From an optimization exercise on the open Yosys and OpenROAD flow, aimed at small area and a short achievable clock period; shortcuts taken in it are not production practice. At most, simulation tests tie the RTL to the original design; equivalence was not proved. Power figures rest on the tool's default switching activity, not on a simulated workload.

## before
// TPU_optimized
module TPU_optimized #(
    parameter DEPTH     = 4,
    parameter BIT_WIDTH = 8,
    parameter ACC_WIDTH = 24
)
(
    input clk,
    input control,
    input [(BIT_WIDTH*DEPTH)-1:0] data_arr,
    input [(BIT_WIDTH*DEPTH)-1:0] wt_arr,
    output [(ACC_WIDTH*DEPTH)-1:0] acc_out
);
For scale: ~680 flip-flops, roughly 160 I/O pins.
make LEC_CHECK=0 CAP_MARGIN=20 CORE_MARGIN=2 CORE_UTILIZATION=40 CTS_BUF_LIST='sky130_fd_sc_hd__clkbuf_4 sky130_fd_sc_hd__clkbuf_8' SETUP_SLACK_MARGIN=3.9 SLEW_MARGIN=20 finish   # period 7.5 ns
run.sh (not shown) runs the stock make flow with config.mk's settings and CLKGATE_MAP_FILE= SYNTH_SCRIPT=/design/flow/synth_recipe.tcl, a recipe that flattens the netlist after the stock synthesis.
before completed every stage of the flow, and the final layout passed the timing, DRC and antenna checks.
For after, these inputs were changed with respect to before:
Settings: CTS_BUF_LIST: sky130_fd_sc_hd__clkbuf_4 sky130_fd_sc_hd__clkbuf_8 -> unset; SETUP_SLACK_MARGIN: 3.9 -> unset.
### Flow results
Against before, after reports a post-layout utilization of the core that is lower.
after reports its critical setup path kind as primary input to flop while before reports flop to flop.
On switching part of the total power, the lower figure sits with after, not before.
The lower portion of total power attributed to combinational logic of after and before is in after.
Max proportion of final cell area spent on non-clock buffers across after and before: before
| portion of total power attributed to the clock network | after vs before | 0.8 points higher |
No run of this note included a check of the RTL's function; only the layout flow was run.

---

## nickel
TPU_optimized, a different RTL version from the one above (not shown whole).
Size in the first run: about 3900 cells after synthesis, ~640 flip-flops, roughly 160 I/O pins.
==> flow/config.mk <==
export PLATFORM = sky130hd
export DESIGN_NAME = TPU_optimized
export DESIGN_NICKNAME = TPU_optimized
export VERILOG_FILES = /design/flow/design.v
export SDC_FILE = /design/flow/constraint.sdc
export NUM_CORES = 4
export LEC_CHECK = 0
export CAP_MARGIN = 20
export CORE_MARGIN = 2
export CORE_UTILIZATION = 40
export CTS_CLUSTER_DIAMETER = 80
export CTS_CLUSTER_SIZE = 24
export SETUP_SLACK_MARGIN = 3.95
export SLEW_MARGIN = 20
==> flow/constraint.sdc <==
create_clock -name core_clock -period 7.5 [get_ports {clk}]
set_input_delay 1.5000 -clock core_clock [delete_from_list [all_inputs] [get_ports {clk}]]
set_output_delay 1.5000 -clock core_clock [all_outputs]
set_load 0.01 [all_outputs]
standard.sh (not shown) runs the stock make flow with config.mk's settings and CLKGATE_MAP_FILE= SYNTH_SCRIPT=/design/flow/synth_recipe.tcl, a recipe that flattens the netlist after the stock synthesis.
==> flow/flow/run.sh <==
#!/bin/bash
# Layout flow: the standard ORFS flow (standard.sh, unchanged synthesis), with
# the port buffers that placement inserts on every input and output made
# sky130_fd_sc_hd__buf_4 instead of the resizer's default delay-buffer choice.
# Each tool's full output stays in orfs/logs/; make's own output goes to
# flow_make.log in the work folder.
set -euo pipefail
export BUFFER_PORTS_ARGS="-buffer_cell sky130_fd_sc_hd__buf_4"
bash standard.sh > flow_make.log 2>&1
diff inputs: nickel => onyx
==> flow/run.sh (new file) <==
#!/bin/bash
# synth_recipe.tcl (not shown) runs the flow's synth.tcl, then flattens the netlist and writes it again
# the make line also repeats each setting of config.mk as NAME=value (left out here)
make -C /OpenROAD-flow-scripts/flow DESIGN_CONFIG=/design/flow/config.mk WORK_HOME=/design/flow/orfs CLKGATE_MAP_FILE= SYNTH_SCRIPT=/design/flow/synth_recipe.tcl finish
diff --git a/flow/config.mk b/flow/config.mk
--- a/flow/config.mk
+++ b/flow/config.mk
@@ -11,3 +11,2 @@
-export CTS_CLUSTER_DIAMETER = 80
-export CTS_CLUSTER_SIZE = 24
-export SETUP_SLACK_MARGIN = 3.95
+export CTS_BUF_LIST = sky130_fd_sc_hd__clkbuf_4 sky130_fd_sc_hd__clkbuf_8
+export SETUP_SLACK_MARGIN = 3.9
removed: flow/flow/run.sh
removed: flow/standard.sh
--- outcome ---
nickel → onyx: area growth from synthesis to layout grew by 4.6 points; global-route usage grew by 0.53 points; met2 track demand over resource grew by 0.43 points; number of DRC violations after detailed-routing iteration 0 shrank by 69; final cell count grew by 155.
Comparing onyx and nickel, cell area power density is lower on nickel.
Arrival time at the worst endpoint, onyx and nickel: lower on nickel
Relative contribution of sequential cells to total power: onyx and nickel compared, higher one is nickel
What maple does differently from onyx at the input level:
==> flow/flow/run.sh (new file) <==
#!/bin/bash
# Layout flow: the standard ORFS flow (standard.sh, unchanged synthesis), with
# the port buffers that placement inserts on every input and output made
# sky130_fd_sc_hd__buf_4 instead of the resizer's default delay-buffer choice.
# Each tool's full output stays in orfs/logs/; make's own output goes to
# flow_make.log in the work folder.
set -euo pipefail
export BUFFER_PORTS_ARGS="-buffer_cell sky130_fd_sc_hd__buf_4"
bash standard.sh > flow_make.log 2>&1
==> flow/standard.sh (new file) <==
#!/bin/bash
# synth_recipe.tcl (not shown) runs the flow's synth.tcl, then flattens the netlist and writes it again
# the make line also repeats each setting of config.mk as NAME=value (left out here)
make -C /OpenROAD-flow-scripts/flow DESIGN_CONFIG=/design/flow/config.mk WORK_HOME=/design/flow/orfs CLKGATE_MAP_FILE= SYNTH_SCRIPT=/design/flow/synth_recipe.tcl "${@:-finish}"
diff --git a/flow/config.mk b/flow/config.mk
--- a/flow/config.mk
+++ b/flow/config.mk
@@ -11,2 +11 @@
-export CTS_BUF_LIST = sky130_fd_sc_hd__clkbuf_4 sky130_fd_sc_hd__clkbuf_8
-export SETUP_SLACK_MARGIN = 3.9
+export SETUP_SLACK_MARGIN = 4.4
removed: flow/run.sh
[summary]
Delta (maple minus onyx): clock network latency to the later pin of the worst-skew pair lower; net switching share of the total power roughly the same; number of vias after detailed routing higher.
Summary — share of total power in the clock network, maple relative to onyx: lower, by 0.4 points.
Taking onyx as the reference point, the met2 usage in global routing of maple rises by 1.2 points.
The following lists how cedar was set up differently from maple:
diff --git a/flow/config.mk b/flow/config.mk
--- a/flow/config.mk
+++ b/flow/config.mk
@@ -11 +11 @@
-export SETUP_SLACK_MARGIN = 4.4
+export SETUP_SLACK_MARGIN = 4.1
Findings:
cedar improves on maple in power.
cedar vs maple, pin slew with the least headroom to its limit went up by 31 ps.
cedar — multi-input combinational area share 1.1 points higher, maple as reference
maple has higher setup slack than cedar.
cedar vs maple: critical path depth down
From maple to cedar, total negative setup slack did not move at all.
Summary of the comparison: final design instance area without fill is lower in cedar, relative to maple.
First-pass GRT wire length in cedar vs maple: down 6.6 mm
Number of global-route vias before repair (higher): maple
~same worst hold slack in maple and cedar
Combinational power of cedar falls short of that of maple by more than 10%.
Setup changes, cedar to garnet
diff --git a/flow/config.mk b/flow/config.mk
--- a/flow/config.mk
+++ b/flow/config.mk
@@ -10,0 +11,2 @@
+export CTS_CLUSTER_DIAMETER = 80
+export CTS_CLUSTER_SIZE = 24
--- outcome ---
Summary of garnet over cedar: setup TNS did not really move; power has decreased; number of non-clock buffers moved up. No run among cedar and garnet stopped early or left any final violation; all are clean. On final critical path time including I/O delays and setup: between cedar and garnet, it ends up lower for garnet. Compared to cedar, the router laid down less metal wire for garnet.

==> what the ideal ports hide <==
Ports are ideal in the flow. The routed layouts listed here were re-timed in OpenROAD.
Step 1 (the two cells are an assumption about what drives the block):
set clk [get_ports {clk}]
set_driving_cell -lib_cell sky130_fd_sc_hd__clkbuf_16 $clk
set_driving_cell -lib_cell sky130_fd_sc_hd__buf_2 [delete_from_list [all_inputs] $clk]
Step 2, shift: input delay + t, output delay - t, t = (earliest + latest rising clock arrival at the registers) / 2. This alone moves slack from input paths to output paths.
Three values: ideal ports, drivers, drivers and shift; two values: the first two.
run	t, ns	setup slack, ns	worst setup path at the end
before	0.824	3.936 / 3.936 / 3.155	input to register
after	0.700	2.984 / 2.992 / 2.292	input to register
nickel	0.679	4.051 / 4.058 / 3.401	input to register
onyx	0.811	3.953 / 3.981 / 3.169	input to register
maple	0.688	4.256 / 4.030 / 3.342	input to register
cedar	0.694	4.164 / 4.164 / 3.472	input to register
garnet	0.680	4.174 / 4.159 / 3.479	input to register
After both steps setup and hold are still met in every run listed. The setup slack of maple, which loses most, moves by -0.226 ns with the drivers and by -0.914 ns with both steps.
